What follows belongs to an exercise in optimizing a design on an open flow for small area, a short achievable clock period and few clock cycles per item; a production flow would make more cautious choices. For this run, only the layout was checked, not whether the RTL still works. Power and IR drop assume default switching activity.

$ cat design/flow/run.sh
#!/bin/bash
# synth_recipe.tcl (not shown) runs the flow's synth.tcl, then flattens the netlist and writes it again
# the make line also repeats each setting of config.mk as NAME=value (left out here)
make -C /OpenROAD-flow-scripts/flow DESIGN_CONFIG=/design/flow/config.mk WORK_HOME=/design/flow/orfs CLKGATE_MAP_FILE= SYNTH_SCRIPT=/design/flow/synth_recipe.tcl finish
$ cat design/flow/config.mk
export PLATFORM = sky130hd
export DESIGN_NAME = add_up
export DESIGN_NICKNAME = add_up
export VERILOG_FILES = /design/flow/design.v
export SDC_FILE = /design/flow/constraint.sdc
export NUM_CORES = 8
export LEC_CHECK = 0
export CAP_MARGIN = 50
export CORE_MARGIN = 2
export CORE_UTILIZATION = 25
export SLEW_MARGIN = 50
$ cat design/flow/constraint.sdc
create_clock -name core_clock -period 9.0 [get_ports {clk}]
set_input_delay 1.8000 -clock core_clock [delete_from_list [all_inputs] [get_ports {clk}]]
set_output_delay 1.8000 -clock core_clock [all_outputs]
set_load 0.01 [all_outputs]
$ cat design/flow/design.v
module tab0_0(input [3:0] a, output [13:0] c);
  localparam [15:0] Tc0 = 16'h0116;
  assign c[0] = Tc0[a];
  localparam [15:0] Tc1 = 16'h0116;
  assign c[1] = Tc1[a];
  localparam [15:0] Tc2 = 16'h6880;
  assign c[2] = Tc2[a];
  localparam [15:0] Tc3 = 16'h7ee8;
  assign c[3] = Tc3[a];
  localparam [15:0] Tc4 = 16'he996;
  assign c[4] = Tc4[a];
  localparam [15:0] Tc5 = 16'h7ee8;
  assign c[5] = Tc5[a];
  localparam [15:0] Tc6 = 16'he996;
  assign c[6] = Tc6[a];
  localparam [15:0] Tc7 = 16'h177e;
  assign c[7] = Tc7[a];
  localparam [15:0] Tc8 = 16'h9668;
  assign c[8] = Tc8[a];
  localparam [15:0] Tc9 = 16'h8116;
  assign c[9] = Tc9[a];
  localparam [15:0] Tc10 = 16'h1668;
  assign c[10] = Tc10[a];
  localparam [15:0] Tc11 = 16'he880;
  assign c[11] = Tc11[a];
  localparam [15:0] Tc12 = 16'h0000;
  assign c[12] = Tc12[a];
  localparam [15:0] Tc13 = 16'h0000;
  assign c[13] = Tc13[a];
endmodule
module tab0_1(input [3:0] a, output [13:0] c);
  localparam [15:0] Tc0 = 16'h381c;
  assign c[0] = Tc0[a];
  localparam [15:0] Tc1 = 16'h65ba;
  assign c[1] = Tc1[a];
  localparam [15:0] Tc2 = 16'h20ba;
  assign c[2] = Tc2[a];
  localparam [15:0] Tc3 = 16'h1c86;
  assign c[3] = Tc3[a];
  localparam [15:0] Tc4 = 16'h5924;
  assign c[4] = Tc4[a];
  localparam [15:0] Tc5 = 16'h5d04;
  assign c[5] = Tc5[a];
  localparam [15:0] Tc6 = 16'h08ae;
  assign c[6] = Tc6[a];
  localparam [15:0] Tc7 = 16'h6138;
  assign c[7] = Tc7[a];
  localparam [15:0] Tc8 = 16'h7130;
  assign c[8] = Tc8[a];
  localparam [15:0] Tc9 = 16'h4d0c;
  assign c[9] = Tc9[a];
  localparam [15:0] Tc10 = 16'h18a6;
  assign c[10] = Tc10[a];
  localparam [15:0] Tc11 = 16'h08ae;
  assign c[11] = Tc11[a];
  localparam [15:0] Tc12 = 16'h08ae;
  assign c[12] = Tc12[a];
  localparam [15:0] Tc13 = 16'h08ae;
  assign c[13] = Tc13[a];
endmodule
module tab0_2(input [3:0] a, output [13:0] c);
  localparam [15:0] Tc0 = 16'h6996;
  assign c[0] = Tc0[a];
  localparam [15:0] Tc1 = 16'h2902;
  assign c[1] = Tc1[a];
  localparam [15:0] Tc2 = 16'h4094;
  assign c[2] = Tc2[a];
  localparam [15:0] Tc3 = 16'h42d4;
  assign c[3] = Tc3[a];
  localparam [15:0] Tc4 = 16'h2942;
  assign c[4] = Tc4[a];
  localparam [15:0] Tc5 = 16'h4294;
  assign c[5] = Tc5[a];
  localparam [15:0] Tc6 = 16'h2942;
  assign c[6] = Tc6[a];
  localparam [15:0] Tc7 = 16'h2b02;
  assign c[7] = Tc7[a];
  localparam [15:0] Tc8 = 16'h4294;
  assign c[8] = Tc8[a];
  localparam [15:0] Tc9 = 16'h2942;
  assign c[9] = Tc9[a];
  localparam [15:0] Tc10 = 16'h4294;
  assign c[10] = Tc10[a];
  localparam [15:0] Tc11 = 16'h40d4;
  assign c[11] = Tc11[a];
  localparam [15:0] Tc12 = 16'h40d4;
  assign c[12] = Tc12[a];
  localparam [15:0] Tc13 = 16'h40d4;
  assign c[13] = Tc13[a];
endmodule
module tab0_3(input [3:0] a, output [13:0] c);
  localparam [15:0] Tc0 = 16'h45a2;
  assign c[0] = Tc0[a];
  localparam [15:0] Tc1 = 16'h793c;
  assign c[1] = Tc1[a];
  localparam [15:0] Tc2 = 16'h7130;
  assign c[2] = Tc2[a];
  localparam [15:0] Tc3 = 16'h249a;
  assign c[3] = Tc3[a];
  localparam [15:0] Tc4 = 16'h1c86;
  assign c[4] = Tc4[a];
  localparam [15:0] Tc5 = 16'h0c8e;
  assign c[5] = Tc5[a];
  localparam [15:0] Tc6 = 16'h30b2;
  assign c[6] = Tc6[a];
  localparam [15:0] Tc7 = 16'h5924;
  assign c[7] = Tc7[a];
  localparam [15:0] Tc8 = 16'h5d04;
  assign c[8] = Tc8[a];
  localparam [15:0] Tc9 = 16'h08ae;
  assign c[9] = Tc9[a];
  localparam [15:0] Tc10 = 16'h3492;
  assign c[10] = Tc10[a];
  localparam [15:0] Tc11 = 16'h30b2;
  assign c[11] = Tc11[a];
  localparam [15:0] Tc12 = 16'h30b2;
  assign c[12] = Tc12[a];
  localparam [15:0] Tc13 = 16'h30b2;
  assign c[13] = Tc13[a];
endmodule
module tab2_0(input [3:0] a, output [13:0] c);
  localparam [15:0] Tc0 = 16'h3432;
  assign c[0] = Tc0[a];
  localparam [15:0] Tc1 = 16'h3032;
  assign c[1] = Tc1[a];
  localparam [15:0] Tc2 = 16'h3fc2;
  assign c[2] = Tc2[a];
  localparam [15:0] Tc3 = 16'h5964;
  assign c[3] = Tc3[a];
  localparam [15:0] Tc4 = 16'h52b4;
  assign c[4] = Tc4[a];
  localparam [15:0] Tc5 = 16'h5f04;
  assign c[5] = Tc5[a];
  localparam [15:0] Tc6 = 16'hc992;
  assign c[6] = Tc6[a];
  localparam [15:0] Tc7 = 16'h0b42;
  assign c[7] = Tc7[a];
  localparam [15:0] Tc8 = 16'h5158;
  assign c[8] = Tc8[a];
  localparam [15:0] Tc9 = 16'h9d9c;
  assign c[9] = Tc9[a];
  localparam [15:0] Tc10 = 16'h1ee0;
  assign c[10] = Tc10[a];
  localparam [15:0] Tc11 = 16'he000;
  assign c[11] = Tc11[a];
  localparam [15:0] Tc12 = 16'h0000;
  assign c[12] = Tc12[a];
  localparam [15:0] Tc13 = 16'h0000;
  assign c[13] = Tc13[a];
endmodule
module tab2_1(input [3:0] a, output [13:0] c);
  localparam [15:0] Tc0 = 16'h0ff0;
  assign c[0] = Tc0[a];
  localparam [15:0] Tc1 = 16'h0f00;
  assign c[1] = Tc1[a];
  localparam [15:0] Tc2 = 16'h3ccc;
  assign c[2] = Tc2[a];
  localparam [15:0] Tc3 = 16'h9a5a;
  assign c[3] = Tc3[a];
  localparam [15:0] Tc4 = 16'h239c;
  assign c[4] = Tc4[a];
  localparam [15:0] Tc5 = 16'hcc10;
  assign c[5] = Tc5[a];
  localparam [15:0] Tc6 = 16'ha54a;
  assign c[6] = Tc6[a];
  localparam [15:0] Tc7 = 16'h500a;
  assign c[7] = Tc7[a];
  localparam [15:0] Tc8 = 16'h0ffa;
  assign c[8] = Tc8[a];
  localparam [15:0] Tc9 = 16'h5550;
  assign c[9] = Tc9[a];
  localparam [15:0] Tc10 = 16'hcc36;
  assign c[10] = Tc10[a];
  localparam [15:0] Tc11 = 16'hccfe;
  assign c[11] = Tc11[a];
  localparam [15:0] Tc12 = 16'hccfe;
  assign c[12] = Tc12[a];
  localparam [15:0] Tc13 = 16'hccfe;
  assign c[13] = Tc13[a];
endmodule
module tab2_2(input [3:0] a, output [13:0] c);
  localparam [15:0] Tc0 = 16'h6666;
  assign c[0] = Tc0[a];
  localparam [15:0] Tc1 = 16'heeee;
  assign c[1] = Tc1[a];
  localparam [15:0] Tc2 = 16'hb4b4;
  assign c[2] = Tc2[a];
  localparam [15:0] Tc3 = 16'h37c8;
  assign c[3] = Tc3[a];
  localparam [15:0] Tc4 = 16'h6d5a;
  assign c[4] = Tc4[a];
  localparam [15:0] Tc5 = 16'h85a0;
  assign c[5] = Tc5[a];
  localparam [15:0] Tc6 = 16'h9c66;
  assign c[6] = Tc6[a];
  localparam [15:0] Tc7 = 16'h2644;
  assign c[7] = Tc7[a];
  localparam [15:0] Tc8 = 16'h6222;
  assign c[8] = Tc8[a];
  localparam [15:0] Tc9 = 16'hdd22;
  assign c[9] = Tc9[a];
  localparam [15:0] Tc10 = 16'h5a78;
  assign c[10] = Tc10[a];
  localparam [15:0] Tc11 = 16'h5070;
  assign c[11] = Tc11[a];
  localparam [15:0] Tc12 = 16'h5070;
  assign c[12] = Tc12[a];
  localparam [15:0] Tc13 = 16'h5070;
  assign c[13] = Tc13[a];
endmodule
module tab2_3(input [3:0] a, output [13:0] c);
  localparam [15:0] Tc0 = 16'h33cc;
  assign c[0] = Tc0[a];
  localparam [15:0] Tc1 = 16'hffcc;
  assign c[1] = Tc1[a];
  localparam [15:0] Tc2 = 16'h99aa;
  assign c[2] = Tc2[a];
  localparam [15:0] Tc3 = 16'h1ef0;
  assign c[3] = Tc3[a];
  localparam [15:0] Tc4 = 16'h8666;
  assign c[4] = Tc4[a];
  localparam [15:0] Tc5 = 16'he888;
  assign c[5] = Tc5[a];
  localparam [15:0] Tc6 = 16'hc33c;
  assign c[6] = Tc6[a];
  localparam [15:0] Tc7 = 16'hf330;
  assign c[7] = Tc7[a];
  localparam [15:0] Tc8 = 16'hc0fc;
  assign c[8] = Tc8[a];
  localparam [15:0] Tc9 = 16'h300c;
  assign c[9] = Tc9[a];
  localparam [15:0] Tc10 = 16'h969a;
  assign c[10] = Tc10[a];
  localparam [15:0] Tc11 = 16'hb2ba;
  assign c[11] = Tc11[a];
  localparam [15:0] Tc12 = 16'hb2ba;
  assign c[12] = Tc12[a];
  localparam [15:0] Tc13 = 16'hb2ba;
  assign c[13] = Tc13[a];
endmodule
module tab1_0(input [7:0] a, output [13:0] c);
  wire [13:0] h, l;
  localparam [15:0] Th0 = 16'h6996;
  assign h[0] = Th0[a[7:4]];
  localparam [15:0] Th1 = 16'h177e;
  assign h[1] = Th1[a[7:4]];
  localparam [15:0] Th2 = 16'hf00e;
  assign h[2] = Th2[a[7:4]];
  localparam [15:0] Th3 = 16'h9968;
  assign h[3] = Th3[a[7:4]];
  localparam [15:0] Th4 = 16'h4bda;
  assign h[4] = Th4[a[7:4]];
  localparam [15:0] Th5 = 16'ha1a0;
  assign h[5] = Th5[a[7:4]];
  localparam [15:0] Th6 = 16'hf1f0;
  assign h[6] = Th6[a[7:4]];
  localparam [15:0] Th7 = 16'h3d3c;
  assign h[7] = Th7[a[7:4]];
  localparam [15:0] Th8 = 16'h5756;
  assign h[8] = Th8[a[7:4]];
  localparam [15:0] Th9 = 16'hfffe;
  assign h[9] = Th9[a[7:4]];
  localparam [15:0] Th10 = 16'h9668;
  assign h[10] = Th10[a[7:4]];
  localparam [15:0] Th11 = 16'he880;
  assign h[11] = Th11[a[7:4]];
  localparam [15:0] Th12 = 16'h0000;
  assign h[12] = Th12[a[7:4]];
  localparam [15:0] Th13 = 16'h0000;
  assign h[13] = Th13[a[7:4]];
  localparam [15:0] Tl0 = 16'h33cc;
  assign l[0] = Tl0[a[3:0]];
  localparam [15:0] Tl1 = 16'h3cf0;
  assign l[1] = Tl1[a[3:0]];
  localparam [15:0] Tl2 = 16'h6aaa;
  assign l[2] = Tl2[a[3:0]];
  localparam [15:0] Tl3 = 16'hb3cc;
  assign l[3] = Tl3[a[3:0]];
  localparam [15:0] Tl4 = 16'hcc00;
  assign l[4] = Tl4[a[3:0]];
  localparam [15:0] Tl5 = 16'h9696;
  assign l[5] = Tl5[a[3:0]];
  localparam [15:0] Tl6 = 16'hb2b2;
  assign l[6] = Tl6[a[3:0]];
  localparam [15:0] Tl7 = 16'he718;
  assign l[7] = Tl7[a[3:0]];
  localparam [15:0] Tl8 = 16'hc4dc;
  assign l[8] = Tl8[a[3:0]];
  localparam [15:0] Tl9 = 16'h07e0;
  assign l[9] = Tl9[a[3:0]];
  localparam [15:0] Tl10 = 16'hf800;
  assign l[10] = Tl10[a[3:0]];
  localparam [15:0] Tl11 = 16'h0000;
  assign l[11] = Tl11[a[3:0]];
  localparam [15:0] Tl12 = 16'h0000;
  assign l[12] = Tl12[a[3:0]];
  localparam [15:0] Tl13 = 16'h0000;
  assign l[13] = Tl13[a[3:0]];
  assign c = h + l;
endmodule
module tab1_1(input [7:0] a, output [13:0] c);
  wire [13:0] h, l;
  localparam [15:0] Th0 = 16'h9966;
  assign h[0] = Th0[a[7:4]];
  localparam [15:0] Th1 = 16'h1188;
  assign h[1] = Th1[a[7:4]];
  localparam [15:0] Th2 = 16'h4b5a;
  assign h[2] = Th2[a[7:4]];
  localparam [15:0] Th3 = 16'h38c6;
  assign h[3] = Th3[a[7:4]];
  localparam [15:0] Th4 = 16'h6ea8;
  assign h[4] = Th4[a[7:4]];
  localparam [15:0] Th5 = 16'h1696;
  assign h[5] = Th5[a[7:4]];
  localparam [15:0] Th6 = 16'h54d4;
  assign h[6] = Th6[a[7:4]];
  localparam [15:0] Th7 = 16'h5b24;
  assign h[7] = Th7[a[7:4]];
  localparam [15:0] Th8 = 16'h93c8;
  assign h[8] = Th8[a[7:4]];
  localparam [15:0] Th9 = 16'h1300;
  assign h[9] = Th9[a[7:4]];
  localparam [15:0] Th10 = 16'h8a66;
  assign h[10] = Th10[a[7:4]];
  localparam [15:0] Th11 = 16'h8aee;
  assign h[11] = Th11[a[7:4]];
  localparam [15:0] Th12 = 16'h8aee;
  assign h[12] = Th12[a[7:4]];
  localparam [15:0] Th13 = 16'h8aee;
  assign h[13] = Th13[a[7:4]];
  localparam [15:0] Tl0 = 16'hc33c;
  assign l[0] = Tl0[a[3:0]];
  localparam [15:0] Tl1 = 16'h65a6;
  assign l[1] = Tl1[a[3:0]];
  localparam [15:0] Tl2 = 16'h89c8;
  assign l[2] = Tl2[a[3:0]];
  localparam [15:0] Tl3 = 16'hc23c;
  assign l[3] = Tl3[a[3:0]];
  localparam [15:0] Tl4 = 16'hcf0c;
  assign l[4] = Tl4[a[3:0]];
  localparam [15:0] Tl5 = 16'h9aa6;
  assign l[5] = Tl5[a[3:0]];
  localparam [15:0] Tl6 = 16'h75ae;
  assign l[6] = Tl6[a[3:0]];
  localparam [15:0] Tl7 = 16'h0f5e;
  assign l[7] = Tl7[a[3:0]];
  localparam [15:0] Tl8 = 16'hf00e;
  assign l[8] = Tl8[a[3:0]];
  localparam [15:0] Tl9 = 16'ha554;
  assign l[9] = Tl9[a[3:0]];
  localparam [15:0] Tl10 = 16'hc968;
  assign l[10] = Tl10[a[3:0]];
  localparam [15:0] Tl11 = 16'h0180;
  assign l[11] = Tl11[a[3:0]];
  localparam [15:0] Tl12 = 16'h0100;
  assign l[12] = Tl12[a[3:0]];
  localparam [15:0] Tl13 = 16'h0100;
  assign l[13] = Tl13[a[3:0]];
  assign c = h + l;
endmodule
module tab1_2(input [7:0] a, output [13:0] c);
  wire [13:0] h, l;
  localparam [15:0] Th0 = 16'h6996;
  assign h[0] = Th0[a[7:4]];
  localparam [15:0] Th1 = 16'h188e;
  assign h[1] = Th1[a[7:4]];
  localparam [15:0] Th2 = 16'ha224;
  assign h[2] = Th2[a[7:4]];
  localparam [15:0] Th3 = 16'h6992;
  assign h[3] = Th3[a[7:4]];
  localparam [15:0] Th4 = 16'he87e;
  assign h[4] = Th4[a[7:4]];
  localparam [15:0] Th5 = 16'h2432;
  assign h[5] = Th5[a[7:4]];
  localparam [15:0] Th6 = 16'hecfe;
  assign h[6] = Th6[a[7:4]];
  localparam [15:0] Th7 = 16'he30e;
  assign h[7] = Th7[a[7:4]];
  localparam [15:0] Th8 = 16'hdcc2;
  assign h[8] = Th8[a[7:4]];
  localparam [15:0] Th9 = 16'h33ce;
  assign h[9] = Th9[a[7:4]];
  localparam [15:0] Th10 = 16'h5a94;
  assign h[10] = Th10[a[7:4]];
  localparam [15:0] Th11 = 16'h50d4;
  assign h[11] = Th11[a[7:4]];
  localparam [15:0] Th12 = 16'h50d4;
  assign h[12] = Th12[a[7:4]];
  localparam [15:0] Th13 = 16'h50d4;
  assign h[13] = Th13[a[7:4]];
  localparam [15:0] Tl0 = 16'h5a5a;
  assign l[0] = Tl0[a[3:0]];
  localparam [15:0] Tl1 = 16'hc6c6;
  assign l[1] = Tl1[a[3:0]];
  localparam [15:0] Tl2 = 16'h0df2;
  assign l[2] = Tl2[a[3:0]];
  localparam [15:0] Tl3 = 16'h5558;
  assign l[3] = Tl3[a[3:0]];
  localparam [15:0] Tl4 = 16'h0f0a;
  assign l[4] = Tl4[a[3:0]];
  localparam [15:0] Tl5 = 16'h669c;
  assign l[5] = Tl5[a[3:0]];
  localparam [15:0] Tl6 = 16'hb42c;
  assign l[6] = Tl6[a[3:0]];
  localparam [15:0] Tl7 = 16'hfb0c;
  assign l[7] = Tl7[a[3:0]];
  localparam [15:0] Tl8 = 16'h55a6;
  assign l[8] = Tl8[a[3:0]];
  localparam [15:0] Tl9 = 16'h3362;
  assign l[9] = Tl9[a[3:0]];
  localparam [15:0] Tl10 = 16'h6978;
  assign l[10] = Tl10[a[3:0]];
  localparam [15:0] Tl11 = 16'h7170;
  assign l[11] = Tl11[a[3:0]];
  localparam [15:0] Tl12 = 16'h7170;
  assign l[12] = Tl12[a[3:0]];
  localparam [15:0] Tl13 = 16'h7170;
  assign l[13] = Tl13[a[3:0]];
  assign c = h + l;
endmodule
module tab1_3(input [7:0] a, output [13:0] c);
  wire [13:0] h, l;
  localparam [15:0] Th0 = 16'h6996;
  assign h[0] = Th0[a[7:4]];
  localparam [15:0] Th1 = 16'hb224;
  assign h[1] = Th1[a[7:4]];
  localparam [15:0] Th2 = 16'hccc8;
  assign h[2] = Th2[a[7:4]];
  localparam [15:0] Th3 = 16'h6996;
  assign h[3] = Th3[a[7:4]];
  localparam [15:0] Th4 = 16'h188e;
  assign h[4] = Th4[a[7:4]];
  localparam [15:0] Th5 = 16'h077e;
  assign h[5] = Th5[a[7:4]];
  localparam [15:0] Th6 = 16'h00fe;
  assign h[6] = Th6[a[7:4]];
  localparam [15:0] Th7 = 16'haa54;
  assign h[7] = Th7[a[7:4]];
  localparam [15:0] Th8 = 16'h0fa4;
  assign h[8] = Th8[a[7:4]];
  localparam [15:0] Th9 = 16'hf004;
  assign h[9] = Th9[a[7:4]];
  localparam [15:0] Th10 = 16'h9692;
  assign h[10] = Th10[a[7:4]];
  localparam [15:0] Th11 = 16'hb2b2;
  assign h[11] = Th11[a[7:4]];
  localparam [15:0] Th12 = 16'hb2b2;
  assign h[12] = Th12[a[7:4]];
  localparam [15:0] Th13 = 16'hb2b2;
  assign h[13] = Th13[a[7:4]];
  localparam [15:0] Tl0 = 16'h6666;
  assign l[0] = Tl0[a[3:0]];
  localparam [15:0] Tl1 = 16'h11ee;
  assign l[1] = Tl1[a[3:0]];
  localparam [15:0] Tl2 = 16'h5ab4;
  assign l[2] = Tl2[a[3:0]];
  localparam [15:0] Tl3 = 16'h6cc8;
  assign l[3] = Tl3[a[3:0]];
  localparam [15:0] Tl4 = 16'he666;
  assign l[4] = Tl4[a[3:0]];
  localparam [15:0] Tl5 = 16'h4bb4;
  assign l[5] = Tl5[a[3:0]];
  localparam [15:0] Tl6 = 16'h155e;
  assign l[6] = Tl6[a[3:0]];
  localparam [15:0] Tl7 = 16'hc3c2;
  assign l[7] = Tl7[a[3:0]];
  localparam [15:0] Tl8 = 16'hcfce;
  assign l[8] = Tl8[a[3:0]];
  localparam [15:0] Tl9 = 16'hfc02;
  assign l[9] = Tl9[a[3:0]];
  localparam [15:0] Tl10 = 16'h6664;
  assign l[10] = Tl10[a[3:0]];
  localparam [15:0] Tl11 = 16'h4444;
  assign l[11] = Tl11[a[3:0]];
  localparam [15:0] Tl12 = 16'h4444;
  assign l[12] = Tl12[a[3:0]];
  localparam [15:0] Tl13 = 16'h4444;
  assign l[13] = Tl13[a[3:0]];
  assign c = h + l;
endmodule
module tab3_0(input [7:0] a, output [13:0] c);
  wire [13:0] h, l;
  localparam [15:0] Th0 = 16'h0ff0;
  assign h[0] = Th0[a[7:4]];
  localparam [15:0] Th1 = 16'ha5aa;
  assign h[1] = Th1[a[7:4]];
  localparam [15:0] Th2 = 16'h9c66;
  assign h[2] = Th2[a[7:4]];
  localparam [15:0] Th3 = 16'hb0d2;
  assign h[3] = Th3[a[7:4]];
  localparam [15:0] Th4 = 16'hbf02;
  assign h[4] = Th4[a[7:4]];
  localparam [15:0] Th5 = 16'h2664;
  assign h[5] = Th5[a[7:4]];
  localparam [15:0] Th6 = 16'hfb44;
  assign h[6] = Th6[a[7:4]];
  localparam [15:0] Th7 = 16'hc378;
  assign h[7] = Th7[a[7:4]];
  localparam [15:0] Th8 = 16'h0380;
  assign h[8] = Th8[a[7:4]];
  localparam [15:0] Th9 = 16'h595a;
  assign h[9] = Th9[a[7:4]];
  localparam [15:0] Th10 = 16'hf40a;
  assign h[10] = Th10[a[7:4]];
  localparam [15:0] Th11 = 16'h000a;
  assign h[11] = Th11[a[7:4]];
  localparam [15:0] Th12 = 16'h000a;
  assign h[12] = Th12[a[7:4]];
  localparam [15:0] Th13 = 16'h000a;
  assign h[13] = Th13[a[7:4]];
  localparam [15:0] Tl0 = 16'h6996;
  assign l[0] = Tl0[a[3:0]];
  localparam [15:0] Tl1 = 16'hd442;
  assign l[1] = Tl1[a[3:0]];
  localparam [15:0] Tl2 = 16'hf0f2;
  assign l[2] = Tl2[a[3:0]];
  localparam [15:0] Tl3 = 16'h9964;
  assign l[3] = Tl3[a[3:0]];
  localparam [15:0] Tl4 = 16'hbb22;
  assign l[4] = Tl4[a[3:0]];
  localparam [15:0] Tl5 = 16'hdd44;
  assign l[5] = Tl5[a[3:0]];
  localparam [15:0] Tl6 = 16'h77ee;
  assign l[6] = Tl6[a[3:0]];
  localparam [15:0] Tl7 = 16'h00ee;
  assign l[7] = Tl7[a[3:0]];
  localparam [15:0] Tl8 = 16'h6688;
  assign l[8] = Tl8[a[3:0]];
  localparam [15:0] Tl9 = 16'h22aa;
  assign l[9] = Tl9[a[3:0]];
  localparam [15:0] Tl10 = 16'he196;
  assign l[10] = Tl10[a[3:0]];
  localparam [15:0] Tl11 = 16'h1f7e;
  assign l[11] = Tl11[a[3:0]];
  localparam [15:0] Tl12 = 16'hfffe;
  assign l[12] = Tl12[a[3:0]];
  localparam [15:0] Tl13 = 16'hfffe;
  assign l[13] = Tl13[a[3:0]];
  assign c = h + l;
endmodule
module tab3_1(input [7:0] a, output [13:0] c);
  wire [13:0] h, l;
  localparam [15:0] Th0 = 16'h33cc;
  assign h[0] = Th0[a[7:4]];
  localparam [15:0] Th1 = 16'hc3f0;
  assign h[1] = Th1[a[7:4]];
  localparam [15:0] Th2 = 16'h9596;
  assign h[2] = Th2[a[7:4]];
  localparam [15:0] Th3 = 16'h2ad4;
  assign h[3] = Th3[a[7:4]];
  localparam [15:0] Th4 = 16'h3318;
  assign h[4] = Th4[a[7:4]];
  localparam [15:0] Th5 = 16'h5a86;
  assign h[5] = Th5[a[7:4]];
  localparam [15:0] Th6 = 16'hc642;
  assign h[6] = Th6[a[7:4]];
  localparam [15:0] Th7 = 16'ha8a8;
  assign h[7] = Th7[a[7:4]];
  localparam [15:0] Th8 = 16'hff00;
  assign h[8] = Th8[a[7:4]];
  localparam [15:0] Th9 = 16'h0ff0;
  assign h[9] = Th9[a[7:4]];
  localparam [15:0] Th10 = 16'hcc3c;
  assign h[10] = Th10[a[7:4]];
  localparam [15:0] Th11 = 16'hccfc;
  assign h[11] = Th11[a[7:4]];
  localparam [15:0] Th12 = 16'hccfc;
  assign h[12] = Th12[a[7:4]];
  localparam [15:0] Th13 = 16'hccfc;
  assign h[13] = Th13[a[7:4]];
  localparam [15:0] Tl0 = 16'h6996;
  assign l[0] = Tl0[a[3:0]];
  localparam [15:0] Tl1 = 16'h2b42;
  assign l[1] = Tl1[a[3:0]];
  localparam [15:0] Tl2 = 16'hd402;
  assign l[2] = Tl2[a[3:0]];
  localparam [15:0] Tl3 = 16'h6994;
  assign l[3] = Tl3[a[3:0]];
  localparam [15:0] Tl4 = 16'he78e;
  assign l[4] = Tl4[a[3:0]];
  localparam [15:0] Tl5 = 16'h1f7e;
  assign l[5] = Tl5[a[3:0]];
  localparam [15:0] Tl6 = 16'h0f0e;
  assign l[6] = Tl6[a[3:0]];
  localparam [15:0] Tl7 = 16'h6968;
  assign l[7] = Tl7[a[3:0]];
  localparam [15:0] Tl8 = 16'hdbda;
  assign l[8] = Tl8[a[3:0]];
  localparam [15:0] Tl9 = 16'ha1a0;
  assign l[9] = Tl9[a[3:0]];
  localparam [15:0] Tl10 = 16'h9866;
  assign l[10] = Tl10[a[3:0]];
  localparam [15:0] Tl11 = 16'h88ee;
  assign l[11] = Tl11[a[3:0]];
  localparam [15:0] Tl12 = 16'h88ee;
  assign l[12] = Tl12[a[3:0]];
  localparam [15:0] Tl13 = 16'h88ee;
  assign l[13] = Tl13[a[3:0]];
  assign c = h + l;
endmodule
module tab3_2(input [7:0] a, output [13:0] c);
  wire [13:0] h, l;
  localparam [15:0] Th0 = 16'h9696;
  assign h[0] = Th0[a[7:4]];
  localparam [15:0] Th1 = 16'h17e8;
  assign h[1] = Th1[a[7:4]];
  localparam [15:0] Th2 = 16'h18f0;
  assign h[2] = Th2[a[7:4]];
  localparam [15:0] Th3 = 16'h8666;
  assign h[3] = Th3[a[7:4]];
  localparam [15:0] Th4 = 16'he888;
  assign h[4] = Th4[a[7:4]];
  localparam [15:0] Th5 = 16'h55aa;
  assign h[5] = Th5[a[7:4]];
  localparam [15:0] Th6 = 16'h5500;
  assign h[6] = Th6[a[7:4]];
  localparam [15:0] Th7 = 16'h99cc;
  assign h[7] = Th7[a[7:4]];
  localparam [15:0] Th8 = 16'hbbaa;
  assign h[8] = Th8[a[7:4]];
  localparam [15:0] Th9 = 16'h22cc;
  assign h[9] = Th9[a[7:4]];
  localparam [15:0] Th10 = 16'h3cf0;
  assign h[10] = Th10[a[7:4]];
  localparam [15:0] Th11 = 16'h30f0;
  assign h[11] = Th11[a[7:4]];
  localparam [15:0] Th12 = 16'h30f0;
  assign h[12] = Th12[a[7:4]];
  localparam [15:0] Th13 = 16'h30f0;
  assign h[13] = Th13[a[7:4]];
  localparam [15:0] Tl0 = 16'ha55a;
  assign l[0] = Tl0[a[3:0]];
  localparam [15:0] Tl1 = 16'h0a50;
  assign l[1] = Tl1[a[3:0]];
  localparam [15:0] Tl2 = 16'h339c;
  assign l[2] = Tl2[a[3:0]];
  localparam [15:0] Tl3 = 16'h694a;
  assign l[3] = Tl3[a[3:0]];
  localparam [15:0] Tl4 = 16'h24fa;
  assign l[4] = Tl4[a[3:0]];
  localparam [15:0] Tl5 = 16'he3c6;
  assign l[5] = Tl5[a[3:0]];
  localparam [15:0] Tl6 = 16'h10ce;
  assign l[6] = Tl6[a[3:0]];
  localparam [15:0] Tl7 = 16'h66a8;
  assign l[7] = Tl7[a[3:0]];
  localparam [15:0] Tl8 = 16'h78f0;
  assign l[8] = Tl8[a[3:0]];
  localparam [15:0] Tl9 = 16'h70f0;
  assign l[9] = Tl9[a[3:0]];
  localparam [15:0] Tl10 = 16'hd5aa;
  assign l[10] = Tl10[a[3:0]];
  localparam [15:0] Tl11 = 16'hffaa;
  assign l[11] = Tl11[a[3:0]];
  localparam [15:0] Tl12 = 16'hffaa;
  assign l[12] = Tl12[a[3:0]];
  localparam [15:0] Tl13 = 16'hffaa;
  assign l[13] = Tl13[a[3:0]];
  assign c = h + l;
endmodule
module tab3_3(input [7:0] a, output [13:0] c);
  wire [13:0] h, l;
  localparam [15:0] Th0 = 16'h5a5a;
  assign h[0] = Th0[a[7:4]];
  localparam [15:0] Th1 = 16'h3636;
  assign h[1] = Th1[a[7:4]];
  localparam [15:0] Th2 = 16'hcd32;
  assign h[2] = Th2[a[7:4]];
  localparam [15:0] Th3 = 16'h5a68;
  assign h[3] = Th3[a[7:4]];
  localparam [15:0] Th4 = 16'hfada;
  assign h[4] = Th4[a[7:4]];
  localparam [15:0] Th5 = 16'h39c6;
  assign h[5] = Th5[a[7:4]];
  localparam [15:0] Th6 = 16'h073e;
  assign h[6] = Th6[a[7:4]];
  localparam [15:0] Th7 = 16'haa54;
  assign h[7] = Th7[a[7:4]];
  localparam [15:0] Th8 = 16'h5a0e;
  assign h[8] = Th8[a[7:4]];
  localparam [15:0] Th9 = 16'h9c98;
  assign h[9] = Th9[a[7:4]];
  localparam [15:0] Th10 = 16'hbaba;
  assign h[10] = Th10[a[7:4]];
  localparam [15:0] Th11 = 16'hbaba;
  assign h[11] = Th11[a[7:4]];
  localparam [15:0] Th12 = 16'hbaba;
  assign h[12] = Th12[a[7:4]];
  localparam [15:0] Th13 = 16'hbaba;
  assign h[13] = Th13[a[7:4]];
  localparam [15:0] Tl0 = 16'h6996;
  assign l[0] = Tl0[a[3:0]];
  localparam [15:0] Tl1 = 16'h4d24;
  assign l[1] = Tl1[a[3:0]];
  localparam [15:0] Tl2 = 16'h2b62;
  assign l[2] = Tl2[a[3:0]];
  localparam [15:0] Tl3 = 16'h8e78;
  assign l[3] = Tl3[a[3:0]];
  localparam [15:0] Tl4 = 16'h33bc;
  assign l[4] = Tl4[a[3:0]];
  localparam [15:0] Tl5 = 16'hcc30;
  assign l[5] = Tl5[a[3:0]];
  localparam [15:0] Tl6 = 16'hccfc;
  assign l[6] = Tl6[a[3:0]];
  localparam [15:0] Tl7 = 16'h3c0c;
  assign l[7] = Tl7[a[3:0]];
  localparam [15:0] Tl8 = 16'hf30c;
  assign l[8] = Tl8[a[3:0]];
  localparam [15:0] Tl9 = 16'hff0c;
  assign l[9] = Tl9[a[3:0]];
  localparam [15:0] Tl10 = 16'h969a;
  assign l[10] = Tl10[a[3:0]];
  localparam [15:0] Tl11 = 16'hb2ba;
  assign l[11] = Tl11[a[3:0]];
  localparam [15:0] Tl12 = 16'hb2ba;
  assign l[12] = Tl12[a[3:0]];
  localparam [15:0] Tl13 = 16'hb2ba;
  assign l[13] = Tl13[a[3:0]];
  assign c = h + l;
endmodule
`timescale 1ns / 1ps
module add_up(
    input [14:0] in,
    output [17:0] out1,output [17:0] out2,
    output [17:0] out4,output [17:0] out3,
    input clk,
    input rst,
    input in_valid,
    output in_ready,
    output out_valid
    );
assign in_ready = 1'b1;
reg [14:0] in_r;
reg        v_r;
always @(posedge clk) begin
    in_r <= in;
    v_r  <= in_valid & ~rst;
end
reg  [3:0] cnt;      
reg        dir;      
reg        pact;     
reg  [3:0] pj;       
wire       shift = v_r | (pact & (cnt == 4'd0));
wire       pv    = shift & pact;
always @(posedge clk) begin
    if (rst) begin
        cnt <= 4'd0; dir <= 1'b0; pact <= 1'b0; pj <= 4'd0;
    end else begin
        if (pv) begin
            pj <= pj + 4'd1;
            if (pj == 4'd15) pact <= 1'b0;
        end
        if (v_r) begin
            cnt <= cnt + 4'd1;
            if (cnt == 4'd15) begin
                dir <= ~dir; pact <= 1'b1; pj <= 4'd0;
            end
        end
    end
end
reg  [15:0] M [0:15];
wire [15:0] inb;                   
genvar r, c;
generate
    for (c = 0; c < 16; c = c + 1) begin : ib
        if (c == 0) begin : z
            assign inb[c] = 1'b0;
        end else begin : b
            assign inb[c] = in_r[15 - c];
        end
    end
    for (r = 0; r < 16; r = r + 1) begin : row
        for (c = 0; c < 16; c = c + 1) begin : col
            wire dn = (r == 0) ? inb[c] : M[(r == 0) ? 0 : r - 1][c];
            wire rt = (c == 0) ? inb[r] : M[r][(c == 0) ? 0 : c - 1];
            always @(posedge clk)
                if (shift) M[r][c] <= dir ? rt : dn;
        end
    end
endgenerate
wire [15:0] p;
generate
    for (c = 0; c < 16; c = c + 1) begin : pl
        assign p[c] = dir ? M[15 - c][15] : M[15][15 - c];
    end
endgenerate
wire first_p = (pj == 4'd0);
reg  [7:0] cs, cd;           
reg  [3:0] c0, c2;           
wire [7:0] sb, db;
wire [7:0] cs_in = first_p ? 8'h00 : cs;
wire [7:0] cd_in = first_p ? 8'hff : cd;
wire [3:0] c0_in = first_p ? 4'h0 : c0;
wire [3:0] c2_in = first_p ? 4'hf : c2;
wire [3:0] x0b, x2b;
wire [7:0] ncs, ncd;
wire [3:0] nc0, nc2;
generate
    for (c = 0; c < 8; c = c + 1) begin : sa
        wire a = p[c], b = p[15 - c];
        assign sb[c]  = a ^ b ^ cs_in[c];
        assign ncs[c] = (a & b) | (a & cs_in[c]) | (b & cs_in[c]);
        assign db[c]  = a ^ ~b ^ cd_in[c];
        assign ncd[c] = (a & ~b) | (a & cd_in[c]) | (~b & cd_in[c]);
    end
    for (c = 0; c < 4; c = c + 1) begin : sb2
        wire a = sb[c], b = sb[7 - c];
        assign x0b[c] = a ^ b ^ c0_in[c];
        assign nc0[c] = (a & b) | (a & c0_in[c]) | (b & c0_in[c]);
        assign x2b[c] = a ^ ~b ^ c2_in[c];
        assign nc2[c] = (a & ~b) | (a & c2_in[c]) | (~b & c2_in[c]);
    end
endgenerate
always @(posedge clk)
    if (pv) begin
        cs <= ncs; cd <= ncd; c0 <= nc0; c2 <= nc2;
    end
wire [3:0] a0 = {x0b[0], x0b[1], x0b[2], x0b[3]};
wire [3:0] a2 = {x2b[0], x2b[1], x2b[2], x2b[3]};
wire [7:0] a1 = {db[0], db[1], db[2], db[3], db[4], db[5], db[6], db[7]};
reg  [7:0] XO [0:3];         
reg  [7:0] XE [0:4];         
reg  [4:0] V;                
reg  [3:0] J [0:4];          
integer i;
always @(posedge clk) begin
    XO[0] <= a1; XE[0] <= {a0, a2}; J[0] <= pj;
    for (i = 1; i < 4; i = i + 1) XO[i] <= XO[i - 1];
    for (i = 1; i < 5; i = i + 1) begin XE[i] <= XE[i - 1]; J[i] <= J[i - 1]; end
    if (rst) V <= 5'd0;
    else     V <= {V[3:0], pv};
end
wire [12:0] res [0:15];      
reg  [3:0]  fin;             
genvar k;
generate
    for (k = 0; k < 4; k = k + 1) begin : grp
        wire [13:0] c0w, c1w, c2w, c3w;
        reg  [13:0] c1r, c3r;
        if (k == 0) begin : t0
            tab0_0 u0(XE[1][7:4], c0w); tab1_0 u1(XO[0], c1w);
            tab2_0 u2(XE[1][3:0], c2w); tab3_0 u3(XO[0], c3w);
        end else if (k == 1) begin : t1
            tab0_1 u0(XE[2][7:4], c0w); tab1_1 u1(XO[1], c1w);
            tab2_1 u2(XE[2][3:0], c2w); tab3_1 u3(XO[1], c3w);
        end else if (k == 2) begin : t2
            tab0_2 u0(XE[3][7:4], c0w); tab1_2 u1(XO[2], c1w);
            tab2_2 u2(XE[3][3:0], c2w); tab3_2 u3(XO[2], c3w);
        end else begin : t3
            tab0_3 u0(XE[4][7:4], c0w); tab1_3 u1(XO[3], c1w);
            tab2_3 u2(XE[4][3:0], c2w); tab3_3 u3(XO[3], c3w);
        end
        always @(posedge clk) begin c1r <= c1w; c3r <= c3w; end
        wire        v     = V[k + 1];
        wire [3:0]  j     = J[k + 1];
        wire        first = (j == 4'd0);
        wire        last  = (j == 4'd15);
        wire [15:0] mask  = ~((16'd1 << (4'd15 - j)) - 16'd1);
        wire [13:0] cv [0:3];
        assign cv[0] = c0w; assign cv[1] = c1r; assign cv[2] = c2w; assign cv[3] = c3r;
        genvar l;
        for (l = 0; l < 4; l = l + 1) begin : ln
            reg  [15:0] R;
            wire [15:0] cx   = {{2{cv[l][13]}}, cv[l]};
            wire [15:0] opnd = last ? ~cx : (cx & mask);
            wire [15:0] base = first ? 16'd0 : {R[15], R[15:1]};
            wire [16:0] sum  = {base, last} + {opnd, last};    
            always @(posedge clk)
                if (v) R <= sum[16:1];
            assign res[4 * k + l] = R[12:0];
        end
        always @(posedge clk)
            if (rst) fin[k] <= 1'b0;
            else     fin[k] <= v & last;
    end
endgenerate
reg [12:0] o1, o2, o3, o4;
reg        ov;
always @(posedge clk) begin
    if (rst) ov <= 1'b0;
    else     ov <= |fin;
    o1 <= ({13{fin[0]}} & res[0])  | ({13{fin[1]}} & res[4])  | ({13{fin[2]}} & res[8])  | ({13{fin[3]}} & res[12]);
    o2 <= ({13{fin[0]}} & res[1])  | ({13{fin[1]}} & res[5])  | ({13{fin[2]}} & res[9])  | ({13{fin[3]}} & res[13]);
    o3 <= ({13{fin[0]}} & res[2])  | ({13{fin[1]}} & res[6])  | ({13{fin[2]}} & res[10]) | ({13{fin[3]}} & res[14]);
    o4 <= ({13{fin[0]}} & res[3])  | ({13{fin[1]}} & res[7])  | ({13{fin[2]}} & res[11]) | ({13{fin[3]}} & res[15]);
end
assign out_valid = ov;
assign out1 = {o1, 5'd0};
assign out2 = {o2, 5'd0};
assign out3 = {o3, 5'd0};
assign out4 = {o4, 5'd0};
endmodule
==> results.txt <==
==> stage by stage <==
step / setup WS [ns] / util / total power (µW)
final: 3.35 / 0.284 / 10100
after global routing: 3.00 / 0.284 / 10600
after CTS: 3.38 / 0.284 / 10200
after detailed placement: 3.42 / 0.270 / 6420
after global placement: 3.53 / 0.269 / 6390
after floorplan: 3.37 / - / 5920
==> worst paths after layout <==
| check | start | slack, ns | depth (start not counted) | to |
|---|---|---|---|---|
| max | J[3][0] | 3.35 | 14 | grp[2].ln[2].R[15] |
| min | XE[0][0] | 0.33 | 0 | XE[1][0] |
| max reg2reg | J[3][0] | 3.35 | 14 | grp[2].ln[2].R[15] |
| min reg2reg | XE[0][0] | 0.33 | 0 | XE[1][0] |
==> logic make-up after synthesis <==
family                     Yosys count  share of synthesized area
adders and majority gates          496                      0.124
xor gates and xnor gates           410                     0.0678
buffers and inverters              488                     0.0363
and+or+nand+nor                   1385                      0.126
DFF                                821                      0.412
muxes                              372                     0.0782
other                                2                   0.000142
AOI/OAI and AO/OA                 1313                      0.156
==> sequential cells by signal, indices dropped and copies added (netlist names) <==
register,count
J,20
M,255
V,5
XE,40
XO,32
c0,4
c2,4
cd,8
cnt,4
cs,8
dir,1
fin,4
grp.c1r,53
grp.c3r,53
grp.ln.R,256
in_r,15
o1,13
o2,13
o3,13
o4,13
ov,1
pact,1
pj,4
v_r,1
==> power by group through the flow <==
stage / logic [µW] / registers, µW / clock network [µW]
global placement: 1600 / 4790 / 0
CTS: 1650 / 4710 / 3850
global route: 1870 / 4740 / 3980
detailed placement: 1640 / 4790 / 0
finish: 1660 / 4710 / 3740
floorplan: 1370 / 4550 / 0
==> synth_stat cells, types with 19 or more instances <==
cell type  number  share of area
o22ai_1        22         0.0026
fa_1           48          0.018
nand3_1        91         0.0086
a21boi_0       29         0.0041
o211ai_1       21         0.0030
inv_1         226          0.016
buf_4          21         0.0030
mux2i_1        91          0.017
nor3_1         40         0.0038
nand2_1       380          0.027
nand2b_1       73         0.0086
dfxtp_1       286           0.11
ha_1          447           0.11
edfxtp_1      535           0.30
or2_2          19         0.0022
o21a_1         45         0.0064
a21oi_1       385          0.036
xor2_1        125          0.021
and2_1        200          0.024
o21ai_0       308          0.029
a21o_1        127          0.018
a211oi_1       49         0.0069
a31oi_1        35         0.0041
nor2b_1       121          0.014
a22oi_1       112          0.016
mux2_2        275          0.058
o21bai_1       44         0.0062
buf_1          38         0.0027
clkbuf_1      193          0.014
and3_1         22         0.0026
xnor2_1       285          0.047
nor2_1        377          0.027
==> area by class of cell <==
class	instances	area [µm²]
clock inverters	48	413
well taps	2805	3510
fillers	21704	150000
repair buffers	116	1190
inverters	231	870
flip-flops and latches	821	21800
multi-input cells	3997	29300
clock buffers	119	2520
==> metal layers <==
metal | up-vias | track usage | routed length [µm]
met5 | - | 0 | 0
met4 | 0 | 0.0455 | 4890
met3 | 194 | 0.0165 | 6260
met2 | 908 | 0.201 | 62900
met1 | 18356 | 0.169 | 64200
li1 | 18863 | - | -
==> critical path: stages (launching register included) <==
cell and delay [ns]:
dfxtp_1 0.71, and4_4 0.60, clkinv_1 0.53, ha_1 0.50, a211o_1 0.28, a31oi_1 0.54, a21oi_1 0.19, ha_1 0.36
and2_1 0.19, a221o_1 0.32, a21oi_1 0.23, o21ai_0 0.26, a221o_1 0.41, a21oi_1 0.18, xnor2_1 0.08
==> results.py <==
metrics = {
    "yosys": {
        "ys_types": 83,
        "async_reset_ff_frac": 0,
        "synth_seq_cells": 821,
        "netlist_instances": 5287,
        "yosysWarnings": 9,
        "ys_seq_area_frac": 0.412,
        "synth_area_mm2": 0.0529,
        "ys.flop_type": "edfxtp_1",
        "syn_area_per_cell_um2": 10.0,
        "synth_edf_count": 535,
    },
    "worst_setup_path": {
        "crit_fanout": 27,
        "critPathLaunchType": "register",
        "critPathCaptureType": "register",
        "required_ns": 9.45,
        "critical_path_class": "reg2reg",
        "cp.arrival_ns": 6.10,
    },
    "timing": {
        "slew_headroom": 0.505,
        "finalSetupViolations": 0,
        "max_freq_ghz": 0.177,
        "slew_violations": 0,
        "min_period_over_period": 0.628,
        "fin_skew_ns": 0.0436,
        "period_needed_ns": 5.65,
        "tightest_slew_ns": 0.741,
        "timing.hold.ws_ns": 0.331,
        "hold_viol_final": 0,
        "rsz0062_at_grt": "no",
        "fin_setup_tns_ns": 0,
    },
    "die": {
        "start_util": 0.252,
        "core_area_mm2": 0.210,
        "dieArea_mm2": 0.215,
        "die_height_um": 464,
        "die_w_um": 464,
        "num_rows": 168,
        "ioPinCount": 92,
    },
    "layout": {
        "fin_cells": 8137,
        "area_growth_pct": 12.7,
        "nets": 5770,
        "final_cell_mix": "edfxtp_1 (535), ha_1 (447), a21oi_1 (385), nand2_1 (378), nor2_1 (377)",
        "drive_gt1_frac": 0.105,
        "mostFrequentLayoutCell": "edfxtp_1",
        "antenna_cells": 0,
        "final_area_mm2": 0.0597,
    },
    "global_routing": {
        "grt_remaining_overflow": 0,
        "track_usage": 0.124,
        "grt_max_degree": 94,
        "grt_pass1_wl_um": 214000,
        "grt_pass1_vias": 36944,
        "antenna_found_initial": 7,
    },
    "clock_tree": {
        "clk_pin_slew_worst_paths_ns": 0.07,
        "clkLatencyLatePin_ns": 0.72,
        "cts_setup_buffers": 0,
        "cts_root_buffer": "clkbuf_16",
        "postCtsHoldBufs": 0,
        "cts_tree": "done",
        "cts-buffers-inserted": 90,
        "htreeDepth": 3,
        "clkSinkCount": 821,
        "cts.path.max_buffers": 3,
        "cts_resized": 0,
    },
    "place": {
        "hpwl_um": 102000,
        "gp_congestion": 0.875,
        "dpl-instance-area_mm2": 0.0567,
        "io_buffer_count": 70,
        "placed_cells": 7970,
    },
    "detailed_routing": {
        "via_count": 38321,
        "drt-total-wl_um": 138000,
        "via_per_inst": 4.71,
        "drc": 0,
        "ant_nets": 0,
        "first_iter_violations": 3122,
        "dr.pass1.iters": 5,
        "wl_per_cell_um": 17.0,
    },
    "power_and_ir_drop": {
        "clock_power_share": 0.370,
        "powerDensity_mw_per_mm2": 169,
        "combPwrFrac": 0.164,
        "swShare": 0.289,
        "seq_power_share": 0.466,
        "ir_drop_v": 0.000145,
        "internal-power_uw": 7190,
        "p_switching_uw": 2920,
        "p_leak_uw": 0.0242,
    },
    "worst_hold_path": {
        "min_path_type": "reg2reg",
    },
    "run": {
        "drv_cap": 0,
    },
    "status": {
        "outcome": "finished clean",
    },
}

==> re-timing with driven ports <==
In the flow no input, the clock included, has a driving cell. The finished layout below was timed again as built, in two steps.
Step 1, drivers: a clkbuf_16 drives clk and a buf_2 each remaining input, both assumed.
Step 2 also shifts input and output timing later by t, the mid clock arrival at the registers, as if the neighbouring blocks saw the same clock.
Three values: no drivers, after step 1, after step 2; two values: the first two.
t (ns): 0.776
setup slack, ns: 3.350 / 3.350 / 3.350
worst setup path after step 2: register to register
pins driven straight from the clock port: 1
After both steps this run still meets setup and hold. For this run, drivers alone change the setup slack by 0.000 ns; drivers and shift together by 0.000 ns.
